Background: an optimization exercise with open tools, aiming at small area and a short achievable clock period. Do not read the settings as production practice.
In this exercise RTL edits were held to simulation tests only and were not proved equivalent to the original.

## flow/design.v (module list and top-level ports; edited modules follow where they fit)
// module CTE: 952 lines
// module CTE_fa: 5 lines
// module CTE_ha: 5 lines
module CTE ( clk, reset, op_mode, in_en, yuv_in, rgb_in, busy, out_valid, rgb_out, yuv_out);
  // ...
==> flow/flow/run.sh <==
#!/bin/bash
# Standard layout (the standard.sh: standard synthesis and ORFS flow), with the
# port buffers made from buf_2 instead of the default delay buffer.
set -euo pipefail
bash standard.sh "BUFFER_PORTS_ARGS=-buffer_cell sky130_fd_sc_hd__buf_2" finish > standard_flow.log 2>&1
==> flow/standard.sh <==
#!/bin/bash
# synth_recipe.tcl (not shown) runs the flow's synth.tcl, then flattens the netlist and writes it again
# the make line also repeats each setting of config.mk as NAME=value (left out here)
make -C /OpenROAD-flow-scripts/flow DESIGN_CONFIG=/design/flow/config.mk WORK_HOME=/design/flow/orfs CLKGATE_MAP_FILE= SYNTH_SCRIPT=/design/flow/synth_recipe.tcl "${@:-finish}"
==> flow/config.mk <==
export PLATFORM = sky130hd
export DESIGN_NAME = CTE
export DESIGN_NICKNAME = CTE
export VERILOG_FILES = /design/flow/design.v
export SDC_FILE = /design/flow/constraint.sdc
export NUM_CORES = 4
export LEC_CHECK = 0
export ABC_CLOCK_PERIOD_IN_PS = 4500
export CAP_MARGIN = 20
export CORE_MARGIN = 2
export CORE_UTILIZATION = 40
export SLEW_MARGIN = 20
export SYNTH_HIERARCHICAL = 1
==> flow/constraint.sdc <==
create_clock -name core_clock -period 25.0 [get_ports {clk}]
set_input_delay 5.0000 -clock core_clock [delete_from_list [all_inputs] [get_ports {clk}]]
set_output_delay 5.0000 -clock core_clock [all_outputs]
set_load 0.01 [all_outputs]
==> run notes, run 1 <==
Signal buf overhead=4.45%; global-route wire length before repair=28200 microns; top flip-flop cell by instance count after synthesis=sky130_fd_sc_hd__edfxtp_1; number of clock-tree buffers in the layout=6; max capacitance violation total=0; R2R Path End=np[13]; number of antenna repair diodes=0; cell taking the most area after synthesis=sky130_fd_sc_hd__fa_1; final standard cell utilization of the core=43.3%; crit path buf inv count=1; number of detailed-route iterations in the first pass=5; number of top-level pins=70; maximum number of pins on one net before global-route repair=41; detailed-route vias per instance=5.35; fraction of the mapped netlist area in compound gates=13.0%; H-tree level count=2; count of pins over their slew limit=0; area fraction of the dominant cell type after synthesis=33.6%; busiest layer in global routing=met2; TritonCTS clock tree=yes; Starting Density=40.7%; count of multi-input gates=603; global routing usage on met1=26.6%; worst-path fanout max=6; met2 wire len=7980 microns; layout overhead on the synthesized area=6.37%; worst path required time=20000 ps; Worst Reg-to-Reg Cells=16; number of antenna violations at the first check in global routing=0; net count reported at finish=1006; flip-flop count of the largest register after layout=24; final critical-path required period=9390 ps; number of instances in the synthesized netlist=738; detailed placement HPWL=14400 microns; run status=complete, no violations; Post-Place Cells=992; series of cell instances along the critical path=fa_1, fa_1, fa_1, fa_1, ha_1, a21oi_1, o21ai_1, o21ai_1, a21oi_1, a2111oi_0, a221oi_1, buf_2; proportion of cell area occupied by multi-input gates=72.3%
==> inputs of run 2 (changes only) <==
--- a/flow/config.mk
+++ b/flow/config.mk
@@ -7,3 +7,3 @@
 export LEC_CHECK = 0
-export ABC_CLOCK_PERIOD_IN_PS = 4500
+export ABC_AREA = 1
 export CAP_MARGIN = 20
==> run 2 against run 1 <==
Still clean; area after synthesis rose by 6.4%; global-route usage rose by 2.1 points; clock skew is 1.9 ps higher; sequential share of layout area fell by 0.97 points; fmax increased by 4.3%; register-to-register slack gained 530 ps.
==> run notes, run 2 <==
worst path required time=20000 ps (about the same); achievable clock frequency=0.111 GHz; total setup violations reported at the end of the flow=0; count of fill cells added during filler insertion=2072; worst-path fanout max=6 (unchanged); Synth Cell Area=0.00811 sq mm; final critical-path required period=9000 ps (-387 ps); later-pin clock latency in the skew report=290 ps; Congestion Overflow GR=0; number of global-route vias before repair=6323; quantity of hold-fixing buffers added after cts=0; aggregate routed wire length=20600 microns; largest registers=d (24), np (16), cnt (2); kind of end point of the critical path=output port; cell taking the most area after synthesis=sky130_fd_sc_hd__fa_1; post-route standard cell area excluding fillers=0.00863 sq mm; classification of the worst-slack hold path=reg2reg; yosys warns=7; most common library cell in the layout ignoring fill and taps=sky130_fd_sc_hd__nand2_1; placement-stage worst setup slack=16170 ps; layout overhead on the synthesized area=6.40% (about the same); count of flip-flops with a built-in enable after synthesis=40; commonest cells in the netlist=sky130_fd_sc_hd__nand2_1, sky130_fd_sc_hd__fa_1, sky130_fd_sc_hd__inv_1; most common cell in the synthesized netlist=sky130_fd_sc_hd__nand2_1; share of layout cells above drive strength 1=9.77%; post-DR wirelength/cell=16.6 microns; detailed placement HPWL=17700 microns (+22%); run status=complete, no violations; H-tree level count=2 (unchanged); Port-buffer cells=69; clock slew at the register clock pins of the worst setup and hold paths=70 ps; commonest cells after routing, fill and taps aside=sky130_fd_sc_hd__nand2_1, sky130_fd_sc_hd__fa_1, sky130_fd_sc_hd__inv_1; top flip-flop cell by instance count after synthesis=sky130_fd_sc_hd__edfxtp_1; leading post-synthesis cells by cell area=sky130_fd_sc_hd__fa_1, sky130_fd_sc_hd__edfxtp_1, sky130_fd_sc_hd__ha_1; top cell family by delay on the critical path=adder cells; global-route wire length before repair=33400 microns (+19%); worst rel slew slack=25.6%; count of buffers added by post-CTS timing repair for setup=0; overall die width=146 microns; Num Clock Sinks=44; DRT antenna net count=0; number of instances in the synthesized netlist=939 (+27%); flip-flop count of the largest register after layout=24 (unchanged); cell row count=52; kind of start point of the critical path=register; hold_ws=568 ps; Tightest Pin Transition=1120 ps; CTS Buf Count=5; Distinct cells, synth=39; Crit path arrival time=4000 ps; maximum number of pins on one net before global-route repair=44 (+7.3%); FFs w/ async S/R, synth=9.09%; Longest Clk Path Bufs=2; series of cell instances along the critical path=fa_1, fa_1, fa_1, fa_1, ha_1, a21oi_1, o21ai_0, a21oi_1, nand2_1, nand2_1, nand2_1, buf_2; post-route setup slack=16000 ps; final weighted congestion in routability-driven placement=0.926; max capacitance violation total=0 (unchanged); crit path buf inv count=1 (unchanged); count of routing violations after the opening detailed-route iteration=438; Mapped Avg Cell Area=8.64 sq um; detailed-route vias per instance=5.19 (-3.0%); Critical-path top delay cell=sky130_fd_sc_hd__edfxtp_1; delay of the slowest cell on the worst path=630 ps; TritonCTS clock tree=yes; Vias=6447; Die Outline Area=0.0214 sq mm; RSZ-0062 raised after global routing=no; synthesized flop and latch total=44; Setup TNS=0 ps; placement-stage cell area=0.00849 sq mm; number of antenna repair diodes=0 (unchanged); number of gates resized after CTS=0; die height=146 microns; Remaining DRCs=0; most prevalent standard cell on the critical path=sky130_fd_sc_hd__fa_1; count of pins over their slew limit=0 (unchanged); number of detailed-route iterations in the first pass=5 (unchanged); net count reported at finish=1212 (+20%); root buffer cell=sky130_fd_sc_hd__clkbuf_16; Hold Vio Cnt, Final=0; period utilization=36.0%; Starting Density=40.5% (-0.27 points); number of antenna violations at the first check in global routing=0 (unchanged); worst clock skew on the final layout=6.61 ps; area fraction of the dominant cell type after synthesis=31.6% (-2.0 points); type of the worst setup path=reg2out; largest register by flop count=d; sequential share of the synthesized area=16.0%; number of top-level pins=70 (unchanged); Core ar.=0.0200 sq mm; gr usage total=19.8%
## run 2: cell count changes after synthesis, moves of 10 or more
cell | previous run | this run
sky130_fd_sc_hd__nand2b_1 | 17 | 0
sky130_fd_sc_hd__and2_1 | 14 | 4
sky130_fd_sc_hd__nor2_1 | 32 | 77
sky130_fd_sc_hd__xnor2_1 | 18 | 4
sky130_fd_sc_hd__nand2_1 | 115 | 217
sky130_fd_sc_hd__nand3_1 | 9 | 38
sky130_fd_sc_hd__clkbuf_1 | 22 | 9
sky130_fd_sc_hd__a21oi_1 | 39 | 54
sky130_fd_sc_hd__inv_1 | 37 | 110
sky130_fd_sc_hd__a21o_1 | 22 | 3
sky130_fd_sc_hd__o21ai_0 | 2 | 44
## run 2: per-stage QoR
| stage | cells | utilization (%) |
|---|---|---|
| final | 1242 | 43.1 |
| after global routing | 1242 | 43.1 |
| after CTS | 1242 | 43.1 |
| after floorplan | 941 | - |
| after detailed placement | 1234 | 42.4 |
| after global placement | 1234 | 42.4 |
## run 2: area by class of cell
class | instances | area (sq um) | share of cell area (%)
sequential | 44 | 1300 | 15.1
timing repair buffer | 69 | 345 | 4.00
tap | 270 | 338 | 3.91
multi-input combinational | 737 | 6080 | 70.4
clock buffer | 6 | 129 | 1.49
clock inverter | 2 | 11.3 | 0.130
inverter | 114 | 428 | 4.96
## run 2: worst paths after layout
check                           startpoint    endpoint  slack [ps]  cells past startpoint
worst max register to register      cnt[0]      np[11]       19360                     19
max in group asynchronous            reset      busy_r       20260                      2
min in group asynchronous            reset     valid_r        4580                      2
worst min register to register     valid_r     valid_r         570                      1
worst max-delay path                 np[8]  yuv_out[4]       16000                     12
worst min-delay path               valid_r     valid_r         570                      1
## run 2: modules after synthesis, one instance, submodules excluded
module,cell area [sq um],flops+latches
CTE,5320,44
CTE_fa,20.0,0
CTE_ha,12.5,0
## run 2: cells by family after synthesis
logic type               Yosys count  synth area share [%]
XOR/XNOR                          17                  1.84
buffers and inverters            160                  9.12
flip-flops                        44                  16.0
AO/OA/AOI/OAI                    149                  10.8
other                              1                0.0462
adder cells (fa/ha/maj)          205                  43.5
AND/OR/NAND/NOR                  363                  18.7
## run 2: worst register-to-register path: stages (launching register included)
cell                      delay [ps]
sky130_fd_sc_hd__dfrtp_1         470
sky130_fd_sc_hd__inv_1           250
sky130_fd_sc_hd__ha_1            210
sky130_fd_sc_hd__inv_1            90
sky130_fd_sc_hd__nor2_2          450
sky130_fd_sc_hd__inv_2           470
sky130_fd_sc_hd__nor2_2          350
sky130_fd_sc_hd__a21oi_1          60
sky130_fd_sc_hd__o21ai_0         120
sky130_fd_sc_hd__fa_1            490
sky130_fd_sc_hd__fa_1            430
sky130_fd_sc_hd__fa_1            540
sky130_fd_sc_hd__fa_1            420
sky130_fd_sc_hd__ha_1            350
sky130_fd_sc_hd__a21o_1          210
sky130_fd_sc_hd__nor2_1          100
sky130_fd_sc_hd__nand2_1         100
sky130_fd_sc_hd__nand2_1          80
sky130_fd_sc_hd__nand2_1          50
sky130_fd_sc_hd__xor2_1          140
## run 2: routing by layer
metal / vias to the layer above / track usage, % / share of wire [%] / wire length [microns]
met4: 0 / 3.06 / 0.93 / 191
met1: 3141 / 29.8 / 48 / 9820
li1: 3116 / - / - / -
met3: 10 / 2.25 / 5.6 / 1160
met2: 180 / 31.6 / 46 / 9460
met5: - / 0 / 0 / 0
==> inputs of run 3 (changes only) <==
--- a/flow/config.mk
+++ b/flow/config.mk
@@ -7,3 +7,2 @@
 export LEC_CHECK = 0
-export ABC_AREA = 1
 export CAP_MARGIN = 20
==> run 3 against run 2 <==
Still clean on timing, DRC and antenna; area after synthesis is 6.0% lower; sequential share of layout area is 0.97 points higher; count of clock-buffer cells in the layout stayed put; flip-flop and latch count stayed put; critical path type unchanged.
==> run notes, run 3 <==
classification of the worst-slack hold path=reg2reg; cell row count=50 (-3.8%); area fraction of the dominant cell type after synthesis=33.6% (+2.0 points); share of layout cells above drive strength 1=11.1% (+1.3 points); Crit path arrival time=4390 ps (+390 ps); R2R setup slack=18830 ps (-530 ps); most common library cell in the layout ignoring fill and taps=sky130_fd_sc_hd__fa_1; post-route setup slack=15610 ps (-387 ps); sequential share of the synthesized area=17.1% (+1.0 points); final standard cell utilization of the core=43.3% (+0.27 points); number of instances in the synthesized netlist=738 (-21%); RSZ-0062 raised after global routing=no; layout overhead on the synthesized area=6.37% (about the same); die height=142 microns (-3.0%); max capacitance violation total=0 (unchanged); Port-buffer cells=69 (unchanged); commonest cells in the netlist=sky130_fd_sc_hd__fa_1, sky130_fd_sc_hd__nand2_1, sky130_fd_sc_hd__ha_1; Setup TNS=0 ps (unchanged); number of global-route vias before repair=5402 (-15%); depth of the worst hold-timing path=1 (unchanged); cell taking the most area after synthesis=sky130_fd_sc_hd__fa_1; maximum number of pins on one net before global-route repair=41 (-6.8%); final weighted congestion in routability-driven placement=0.851 (-8.0%); top cell family by delay on the critical path=adder cells; worst clock skew on the final layout=4.76 ps (-1.85 ps); Vias=5349 (-17%); Critical-path top delay cell=sky130_fd_sc_hd__edfxtp_1; period utilization=37.5% (+1.5 points); Starting Density=40.7% (+0.27 points); kind of end point of the critical path=output port; synthesized flop and latch total=44 (unchanged); FFs w/ async S/R, synth=9.09% (unchanged); Distinct cells, synth=55 (+41%); DRT antenna net count=0 (unchanged); quantity of hold-fixing buffers added after cts=0 (unchanged); Num Clock Sinks=44 (unchanged); Tightest Pin Transition=1060 ps (-54.6 ps); Reg-to-Reg Start=cnt[0]; yosys warns=7 (unchanged); CTS Buf Count=5 (unchanged); flip-flop count of the largest register after layout=24 (unchanged); most prevalent standard cell on the critical path=sky130_fd_sc_hd__fa_1; Synth Cell Area=0.00762 sq mm (-6.0%); worst path required time=20000 ps (about the same); Core ar.=0.0187 sq mm (-6.7%); aggregate routed wire length=17100 microns (-17%); detailed placement HPWL=14400 microns (-18%); crit path buf inv count=1 (unchanged); number of gates resized after CTS=0 (unchanged); number of detailed-route iterations in the first pass=5 (unchanged); achievable clock frequency=0.107 GHz (-4.1%); worst rel slew slack=29.1% (+3.5 points); worst-path fanout max=6 (unchanged); gr usage total=17.7% (-2.1 points); global-route wire length before repair=28200 microns (-16%); kind of start point of the critical path=register; clock slew at the register clock pins of the worst setup and hold paths=70 ps (about the same); net count reported at finish=1006 (-17%); start point of the worst hold path=cnt[0]; Hold Vio Cnt, Final=0 (unchanged); count of flip-flops with a built-in enable after synthesis=40 (unchanged); top flip-flop cell by instance count after synthesis=sky130_fd_sc_hd__edfxtp_1; Worst Reg-to-Reg Cells=16 (-3); Mapped Avg Cell Area=10.3 sq um (+20%); cell depth of the worst setup path=12 (unchanged); number of antenna violations at the first check in global routing=0 (unchanged); count of buffers added by post-CTS timing repair for setup=0 (unchanged); final critical-path required period=9390 ps (+387 ps); root buffer cell=sky130_fd_sc_hd__clkbuf_16; H-tree level count=2 (unchanged); overall die width=142 microns (-3.0%); largest registers=d (24), np (16), cnt (2); type of the worst setup path=reg2out; post-DR wirelength/cell=17.1 microns (+2.8%); Congestion Overflow GR=0 (unchanged); detailed-route vias per instance=5.35 (+3.0%); Longest Clk Path Bufs=2 (unchanged); Remaining DRCs=0 (unchanged); run status=complete, no violations; number of antenna repair diodes=0 (unchanged); most common cell in the synthesized netlist=sky130_fd_sc_hd__fa_1; count of pins over their slew limit=0 (unchanged); hold_ws=598 ps (+30.0 ps); placement-stage worst setup slack=15900 ps (-277 ps); commonest cells after routing, fill and taps aside=sky130_fd_sc_hd__fa_1, sky130_fd_sc_hd__nand2_1, sky130_fd_sc_hd__ha_1; number of top-level pins=70 (unchanged); later-pin clock latency in the skew report=290 ps (about the same); series of cell instances along the critical path=fa_1, fa_1, fa_1, fa_1, ha_1, a21oi_1, o21ai_1, o21ai_1, a21oi_1, a2111oi_0, a221oi_1, buf_2; origin of the worst setup path=np[8]; crit path capture=yuv_out[7]; total setup violations reported at the end of the flow=0 (unchanged); count of routing violations after the opening detailed-route iteration=342 (-22%); Die Outline Area=0.0202 sq mm (-5.9%); leading post-synthesis cells by cell area=sky130_fd_sc_hd__fa_1, sky130_fd_sc_hd__edfxtp_1, sky130_fd_sc_hd__ha_1; TritonCTS clock tree=yes; R2R Path End=np[13]; largest register by flop count=d; delay of the slowest cell on the worst path=590 ps (-40 ps)
[run 3: cell count changes in the layout (fill, tap and decap cells not counted), moves of 9 or more]
cell,delta
sky130_fd_sc_hd__and2_1,+10
sky130_fd_sc_hd__nand3_1,-29
sky130_fd_sc_hd__a21oi_1,-15
sky130_fd_sc_hd__inv_1,-73
sky130_fd_sc_hd__a21o_1,+19
sky130_fd_sc_hd__nand2_1,-102
sky130_fd_sc_hd__o22ai_1,-9
sky130_fd_sc_hd__xnor2_1,+14
sky130_fd_sc_hd__nand2b_1,+17
sky130_fd_sc_hd__o21ai_0,-42
sky130_fd_sc_hd__nor2_1,-45
[run 3: worst min-delay path by stage]
stage          endpoint  slack, ps
2_1_floorplan    cnt[0]        530
3_3_place_gp     cnt[0]        580
3_5_place_dp     cnt[0]        580
4_1_cts          cnt[0]        590
5_1_grt          cnt[1]        650
6_report         cnt[0]        600
[run 3: final cells by class]
| class | count | area (sq um) |
|---|---|---|
| flip-flops and latches | 44 | 1300 |
| inverters | 40 | 150 |
| clock inverters | 2 | 11.3 |
| clock buffers | 6 | 129 |
| fillers | 1805 | 10600 |
| repair buffers | 71 | 360 |
| multi-input cells | 603 | 5860 |
| well taps | 234 | 293 |
[run 3: through the flow]
stage / std cells / cell area, sq um
2_1_floorplan: 740 / 7630
3_3_place_gp: 992 / 7970
3_5_place_dp: 992 / 7970
4_1_cts: 1000 / 8110
5_1_grt: 1000 / 8110
6_report: 1000 / 8110
[run 3: per-module statistics from Yosys (local to each module, per instance)]
module	cells inside	flops+latches
CTE	589	44
CTE_fa	1	0
CTE_ha	1	0
[run 3: metal layers]
metal	part of all wire [%]	GRT usage, %	vias up	wire length (microns)
li1	-	-	2573	-
met1	48	26.6	2635	8200
met2	47	28.4	134	7980
met3	4.8	2.42	7	818
met4	0.40	1.84	0	69
met5	0	0	-	0
[run 3: cells by family after synthesis]
family,synth area share [%]
and+or+nand+nor,12.6
adders and majority gates,47.2
AOI/OAI and AO/OA,13.0
buffers and inverters,6.11
DFF,17.1
xor gates and xnor gates,3.68
muxes,0.295
other,0.0492
==> inputs of run 4 (changes only) <==
==> flow/flow/run.sh (replaced) <==
#!/bin/bash
# Standard layout (the standard.sh: standard synthesis and ORFS flow), with the
# port buffers made from buf_2 instead of the default delay buffer.
set -euo pipefail
bash standard.sh "BUFFER_PORTS_ARGS=-buffer_cell sky130_fd_sc_hd__buf_2" "SETUP_SLACK_MARGIN=15.8" finish > standard_flow.log 2>&1
==> run 4 against run 3 <==
Die area did not move; critical endpoint is now yuv_out[4]; highest routed layer unchanged; area after synthesis unchanged; via count rose by 2.1%.
==> run notes, run 4 <==
H-tree level count=2 (unchanged); number of antenna repair diodes=0 (unchanged); later-pin clock latency in the skew report=290 ps (about the same); Core ar.=0.0187 sq mm (unchanged); Hold Vio Cnt, Final=0 (unchanged); detailed-route vias per instance=5.37 (+0.39%); crit path buf inv count=3 (+2); Crit path arrival time=4100 ps (-290 ps); largest register by flop count=d; commonest cells in the netlist=sky130_fd_sc_hd__fa_1, sky130_fd_sc_hd__nand2_1, sky130_fd_sc_hd__ha_1; Critical-path top delay cell=sky130_fd_sc_hd__fa_1; DRT antenna net count=0 (unchanged); sequential share of the synthesized area=17.1% (unchanged); aggregate routed wire length=17300 microns (+1.6%); Die Outline Area=0.0202 sq mm (unchanged); Setup TNS=0 ps (unchanged); cell taking the most area after synthesis=sky130_fd_sc_hd__fa_1; flip-flop count of the largest register after layout=24 (unchanged); Congestion Overflow GR=0 (unchanged); delay of the slowest cell on the worst path=530 ps (-60 ps); count of routing violations after the opening detailed-route iteration=431 (+26%); period utilization=36.4% (-1.2 points); gr usage total=17.9% (+0.19 points); maximum number of pins on one net before global-route repair=41 (unchanged); kind of start point of the critical path=register; cell row count=50 (unchanged); Mapped Avg Cell Area=10.3 sq um (unchanged); leading post-synthesis cells by cell area=sky130_fd_sc_hd__fa_1, sky130_fd_sc_hd__edfxtp_1, sky130_fd_sc_hd__ha_1; Tightest Pin Transition=1050 ps (-8.16 ps); most common library cell in the layout ignoring fill and taps=sky130_fd_sc_hd__fa_1; post-DR wirelength/cell=17.1 microns (-0.11%); largest registers=d (24), np (16), cnt (2); largest family of logic cells by synthesized area=adder cells; layout overhead on the synthesized area=9.13%; CTS Buf Count=5 (unchanged); number of top-level pins=70 (unchanged); number of standard cells in the final layout excluding fillers=1017 (+1.7%); count of pins over their slew limit=0 (unchanged); Post-Place Cells=992 (unchanged); Starting Density=40.7% (unchanged); RSZ-0062 raised after global routing=yes; Remaining DRCs=0 (unchanged); final weighted congestion in routability-driven placement=0.851 (unchanged); most prevalent standard cell on the critical path=sky130_fd_sc_hd__fa_1; top flip-flop cell by instance count after synthesis=sky130_fd_sc_hd__edfxtp_1; detailed placement HPWL=14400 microns (unchanged); Synth Cell Area=0.00762 sq mm (unchanged); Num Clock Sinks=44 (unchanged); share of synthesized area spent on multiplexers=0.296% (unchanged); Distinct cells, synth=55 (unchanged); run status=complete, no violations; worst rel slew slack=29.7% (+0.55 points); yosys warns=7 (unchanged); synthesized flop and latch total=44 (unchanged); number of detailed-route iterations in the first pass=5 (unchanged); number of global-route vias before repair=5447 (+0.83%); Port-buffer cells=69 (unchanged); post-synthesis share of cell area spent on xor and xnor gates=3.68% (unchanged); worst-path fanout max=3 (-3); overall die width=142 microns (unchanged); count of flip-flops with a built-in enable after synthesis=40 (unchanged); number of antenna violations at the first check in global routing=0 (unchanged); number of instances in the synthesized netlist=738 (unchanged); classification of the worst-slack hold path=reg2reg; area fraction of the dominant cell type after synthesis=33.6% (unchanged); clock slew at the register clock pins of the worst setup and hold paths=70 ps (about the same); top cell family by delay on the critical path=adder cells; worst path required time=20000 ps (about the same); type of the worst setup path=reg2out; Longest Clk Path Bufs=2 (unchanged); series of cell instances along the critical path=fa_2, fa_1, fa_1, fa_1, ha_4, nand4_1, a21oi_2, o21ai_2, buf_4, o211ai_1, buf_4, xor2_1, buf_2; fraction of the mapped netlist area in compound gates=13.0% (unchanged); net count reported at finish=1023 (+1.7%); most common cell in the synthesized netlist=sky130_fd_sc_hd__fa_1; Synth Area in Simple Gates=12.6% (unchanged); commonest cells after routing, fill and taps aside=sky130_fd_sc_hd__fa_1, sky130_fd_sc_hd__nand2_1, sky130_fd_sc_hd__ha_1; max capacitance violation total=0 (unchanged); global-route wire length before repair=28500 microns (+0.98%); kind of end point of the critical path=output port; Vias=5461 (+2.1%); final critical-path required period=9100 ps (-290 ps); share of layout cells above drive strength 1=14.6% (+3.5 points); root buffer cell=sky130_fd_sc_hd__clkbuf_16; TritonCTS clock tree=yes; die height=142 microns (unchanged); Post-Synth Adder-Cell Area=47.2% (unchanged); FFs w/ async S/R, synth=9.09% (unchanged); achievable clock frequency=0.110 GHz (+3.2%); total setup violations reported at the end of the flow=0 (unchanged); worst clock skew on the final layout=2.91 ps (-1.85 ps)
## run 4: cell count changes in the layout (fill, tap and decap cells not counted), sizes merged
cell / change
buf: +17
## run 4: repair_timing
action / CTS / global route
setup buffers: 9 / 8
pin swaps: 1 / 12
cloned: 0 / 0
setup endpoints to repair: 3 / 6
hold buffers: 0 / 0
resized for setup: 4 / 10
## run 4: final timing paths
| kind | startpoint | end | slack [ps] | depth (start not counted) |
|---|---|---|---|---|
| max in group asynchronous | reset | cnt[1] | 20260 | 2 |
| min in group asynchronous | reset | busy_r | 4590 | 2 |
| max | np[8] | yuv_out[4] | 15900 | 13 |
| min reg2reg | cnt[0] | cnt[0] | 600 | 1 |
| max reg2reg | cnt[0] | np[13] | 18820 | 16 |
| min | cnt[0] | cnt[0] | 600 | 1 |
## run 4: cell families after synthesis
kind of cell | Yosys count
other | 1
AO/OA/AOI/OAI | 139
AND/OR/NAND/NOR | 215
multiplexers | 2
adder cells (fa/ha/maj) | 212
buffers and inverters | 93
flip-flops | 44
XOR/XNOR | 32
## run 4: area by class of cell
cell class / count / area, sq um
Clock buffer: 6 / 129
Fill cell: 1792 / 10400
Timing Repair Buffer: 88 / 500
Multi-Input combinational cell: 603 / 5930
Sequential cell: 44 / 1300
Tap cell: 234 / 293
Inverter: 40 / 150
Clock inverter: 2 / 11.3
## run 4: worst reg2reg max path, cell delays in order (launching register included)
cell                       delay [ps]
sky130_fd_sc_hd__dfrtp_1          450
sky130_fd_sc_hd__inv_1            320
sky130_fd_sc_hd__ha_1             600
sky130_fd_sc_hd__clkinv_1         730
sky130_fd_sc_hd__o22ai_1          430
sky130_fd_sc_hd__a211o_1          150
sky130_fd_sc_hd__fa_1             440
sky130_fd_sc_hd__fa_1             470
sky130_fd_sc_hd__fa_1             530
sky130_fd_sc_hd__fa_1             410
sky130_fd_sc_hd__ha_1             360
sky130_fd_sc_hd__a21o_1           200
sky130_fd_sc_hd__a21o_1           170
sky130_fd_sc_hd__a21oi_1          230
sky130_fd_sc_hd__o31ai_2          130
sky130_fd_sc_hd__a31oi_1          220
sky130_fd_sc_hd__xnor2_1           90
## run 4: metrics by stage
stage	worst slack [ps]	utilization (%)	hold slack, ps	area [sq um]
2_1_floorplan	16250	-	529	7630
3_3_place_gp	15990	42.6	578	7970
3_5_place_dp	15900	42.6	583	7970
4_1_cts	15780	43.8	592	8190
5_1_grt	15720	44.5	650	8320
6_report	15900	44.5	598	8320
## run 4: per-module statistics from Yosys, one instance, submodules excluded
| module | flops+latches | area, sq um |
|---|---|---|
| CTE_ha | 0 | 12.5 |
| CTE_fa | 0 | 20.0 |
| CTE | 44 | 4830 |
## run 4: metal layers
metal  vias to the layer above  GRT usage [%]  share of wire, %
met5                         -              0                 0
met4                         0           1.84              0.42
met3                         9           2.42               4.2
met2                       133           28.8                47
met1                      2710           26.9                48
li1                       2609              -                 -
==> inputs of run 5 (changes only) <==
==> flow/flow/run.sh (replaced) <==
#!/bin/bash
# Standard layout (the standard.sh: standard synthesis and ORFS flow), with the
# port buffers made from buf_2 instead of the default delay buffer.
set -euo pipefail
bash standard.sh "BUFFER_PORTS_ARGS=-buffer_cell sky130_fd_sc_hd__buf_2" "SETUP_SLACK_MARGIN=16.1" finish > standard_flow.log 2>&1
==> run 5 against run 4 <==
Count of clock-buffer cells in the layout stayed put; core utilization up 0.73 points; cell count grew 0.88%; wire length is 0.46% higher; die area unchanged; global-route usage hardly changed; critical path type unchanged.
==> run notes, run 5 <==
run status=complete, no violations; largest register by flop count=d; gr usage total=17.9% (about the same); count of pins over their slew limit=0 (unchanged); Distinct cells, synth=55 (unchanged); TritonCTS clock tree=yes; Longest Clk Path Bufs=2 (unchanged); series of cell instances along the critical path=fa_2, fa_2, fa_1, fa_1, ha_4, nand4_1, a21oi_2, o21ai_2, buf_6, o211ai_1, buf_4, xor2_1, buf_2; Reg-to-Reg Start=cnt[0]; start point of the worst hold path=cnt[0]; DRT antenna net count=0 (unchanged); number of antenna violations at the first check in global routing=0 (unchanged); FFs w/ async S/R, synth=9.09% (unchanged); synthesized flop and latch total=44 (unchanged); Crit path arrival time=4130 ps (+30 ps); most common library cell in the layout ignoring fill and taps=sky130_fd_sc_hd__fa_1; worst-case hold path end point=cnt[0]; share of layout cells above drive strength 1=17.8% (+3.2 points); final weighted congestion in routability-driven placement=0.851 (unchanged); count of flip-flops with a built-in enable after synthesis=40 (unchanged); Tightest Pin Transition=1060 ps (+3.44 ps); R2R Path End=np[12]; Critical-path top delay cell=sky130_fd_sc_hd__fa_2; top flip-flop cell by instance count after synthesis=sky130_fd_sc_hd__edfxtp_1; Vias=5491 (+0.55%); clock slew at the register clock pins of the worst setup and hold paths=70 ps (about the same); Starting Density=40.7% (unchanged); commonest cells after routing, fill and taps aside=sky130_fd_sc_hd__fa_1, sky130_fd_sc_hd__nand2_1, sky130_fd_sc_hd__ha_1; kind of end point of the critical path=output port; Congestion Overflow GR=0 (unchanged); final critical-path required period=9130 ps (+36.4 ps); global-route wire length before repair=28500 microns (+0.22%); cell taking the most area after synthesis=sky130_fd_sc_hd__fa_1; kind of start point of the critical path=register; detailed-route vias per instance=5.35 (-0.33%); cell row count=50 (unchanged); later-pin clock latency in the skew report=290 ps (about the same); R2R setup slack=18910 ps (+90 ps); worst-path fanout max=3 (unchanged); global routing usage on met1=26.9% (about the same); Mapped Avg Cell Area=10.3 sq um (unchanged); detailed placement HPWL=14400 microns (unchanged); worst clock skew on the final layout=2.30 ps (-0.612 ps); Hold Vio Cnt, Final=0 (unchanged); most common cell in the synthesized netlist=sky130_fd_sc_hd__fa_1; post-route setup slack=15870 ps (-36.4 ps); number of antenna repair diodes=0 (unchanged); Port-buffer cells=69 (unchanged); Die Outline Area=0.0202 sq mm (unchanged); busiest layer in global routing=met2; hold_ws=589 ps (-8.75 ps); net count reported at finish=1032 (+0.88%); GR Util met3=2.42% (unchanged); largest registers=d (24), np (16), cnt (2); Synth Cell Area=0.00762 sq mm (unchanged); H-tree level count=2 (unchanged); total setup violations reported at the end of the flow=0 (unchanged); root buffer cell=sky130_fd_sc_hd__clkbuf_16; aggregate routed wire length=17400 microns (+0.46%); layout overhead on the synthesized area=10.9%; achievable clock frequency=0.109 GHz (-0.40%); depth of the worst hold-timing path=1 (unchanged); number of detailed-route iterations in the first pass=6 (+1); RSZ-0062 raised after global routing=yes; worst rel slew slack=29.5% (-0.23 points); Worst Reg-to-Reg Cells=14 (-2); yosys warns=7 (unchanged); Remaining DRCs=0 (unchanged); sequential share of the synthesized area=17.1% (unchanged); maximum number of pins on one net before global-route repair=41 (unchanged); count of routing violations after the opening detailed-route iteration=342 (-21%); count of fill cells added during filler insertion=1786 (-0.33%); max capacitance violation total=0 (unchanged); delay of the slowest cell on the worst path=540 ps (about the same); number of instances in the synthesized netlist=738 (unchanged); worst path required time=20000 ps (about the same); Core ar.=0.0187 sq mm (unchanged); Setup TNS=0 ps (unchanged); Num Clock Sinks=44 (unchanged); post-DR wirelength/cell=17.0 microns (-0.43%); area fraction of the dominant cell type after synthesis=33.6% (unchanged); overall die width=142 microns (unchanged); CTS Buf Count=5 (unchanged); quantity of hold-fixing buffers added after cts=0 (unchanged); die height=142 microns (unchanged); placement-stage worst setup slack=15900 ps (unchanged); period utilization=36.5% (+0.15 points); leading post-synthesis cells by cell area=sky130_fd_sc_hd__fa_1, sky130_fd_sc_hd__edfxtp_1, sky130_fd_sc_hd__ha_1; number of global-route vias before repair=5464 (+0.31%); flip-flop count of the largest register after layout=24 (unchanged); commonest cells in the netlist=sky130_fd_sc_hd__fa_1, sky130_fd_sc_hd__nand2_1, sky130_fd_sc_hd__ha_1; type of the worst setup path=reg2out; classification of the worst-slack hold path=reg2reg; met2 usage in global routing=28.8% (about the same); number of top-level pins=70 (unchanged)
## run 5: critical path, delay by kind of cell (launching register included)
family	cells	cell delay, ps
fa+ha+maj	5	2200
compound gates	3	510
flops	1	470
buf+inv	3	420
xor+xnor	1	140
simple gates	1	100
## run 5: how the worst max path moves through the flow
stage | startpoint | end | cells after the start
after floorplan | np[7] | yuv_out[7] | 11
after global placement | np[7] | yuv_out[7] | 12
after detailed placement | np[8] | yuv_out[7] | 12
after CTS | np[8] | yuv_out[5] | 13
after global routing | np[3] | yuv_out[4] | 13
final | np[3] | yuv_out[4] | 13
## run 5: metrics by stage
step,cell area [sq um],utilization (%),cells
6_report,8450,45.2,1026
5_1_grt,8450,45.2,1026
4_1_cts,8250,44.1,1011
3_5_place_dp,7970,42.6,992
3_3_place_gp,7970,42.6,992
2_1_floorplan,7630,-,740
## run 5: cell families (layout without fill, tap and decap cells)
kind of cell,after synthesis,count (layout),share of synthesized area [%]
other,1,3,0.0492
AOI/OAI and AO/OA,139,139,13.0
xor gates and xnor gates,32,32,3.68
adders and majority gates,212,212,47.2
buffers and inverters,93,145,6.11
muxes,2,2,0.295
and+or+nand+nor,215,215,12.6
DFF,44,44,17.1
## run 5: what timing repair did
action / 4_1_cts / 5_1_grt
endpoints found under the setup margin: 8 / 18
buffers inserted: 11 / 15
resized for setup: 15 / 20
pin swaps: 12 / 12
## run 5: metal layers
metal	routed length, microns	up-vias
li1	-	2617
met1	8300	2738
met2	8260	129
met3	805	7
met4	68	0
met5	0	-
## run 5: cell type report
| type | instances | area (sq um) | area share (%) |
|---|---|---|---|
| Sequential cell | 44 | 1300 | 15.4 |
| Timing Repair Buffer | 97 | 559 | 6.62 |
| Inverter | 40 | 150 | 1.78 |
| Tap cell | 234 | 293 | 3.46 |
| Clock buffer | 6 | 129 | 1.52 |
| Multi-Input combinational cell | 603 | 6010 | 71.1 |
| Clock inverter | 2 | 11.3 | 0.133 |
## run 5: modules after synthesis, one instance, submodules excluded
module	times used	area (sq um)	cells	flops+latches
CTE	1	4830	589	44
CTE_fa	123	20.0	1	0
CTE_ha	26	12.5	1	0

what the ideal ports hide:
In the flow no input, the clock included, has a driving cell. The finished layouts below were timed again as built, in two steps.
Step 1 assumes that a clkbuf_16 drives the clock port and a buf_2 every other input.
Step 2 moves the port delays by t, midway between the first and last clock arrival at a register: inputs arrive t later, outputs are due t later. That takes back most of the time a late clock gives input paths.
a / b / c = no drivers / after step 1 / after step 2; a / b = the first two.
| run | t, ns | setup WS [ns] | worst setup path at the end |
|---|---|---|---|
| run 1 | 0.327 | 15.614 / 15.576 / 15.903 | register to output |
| run 2 | 0.332 | 16.001 / 15.960 / 16.176 | input to register |
| run 3 | 0.327 | 15.614 / 15.576 / 15.903 | register to output |
| run 4 | 0.328 | 15.904 / 15.866 / 15.930 | input to register |
| run 5 | 0.329 | 15.867 / 15.829 / 16.013 | input to register |
After both steps setup and hold are still met in every run listed.
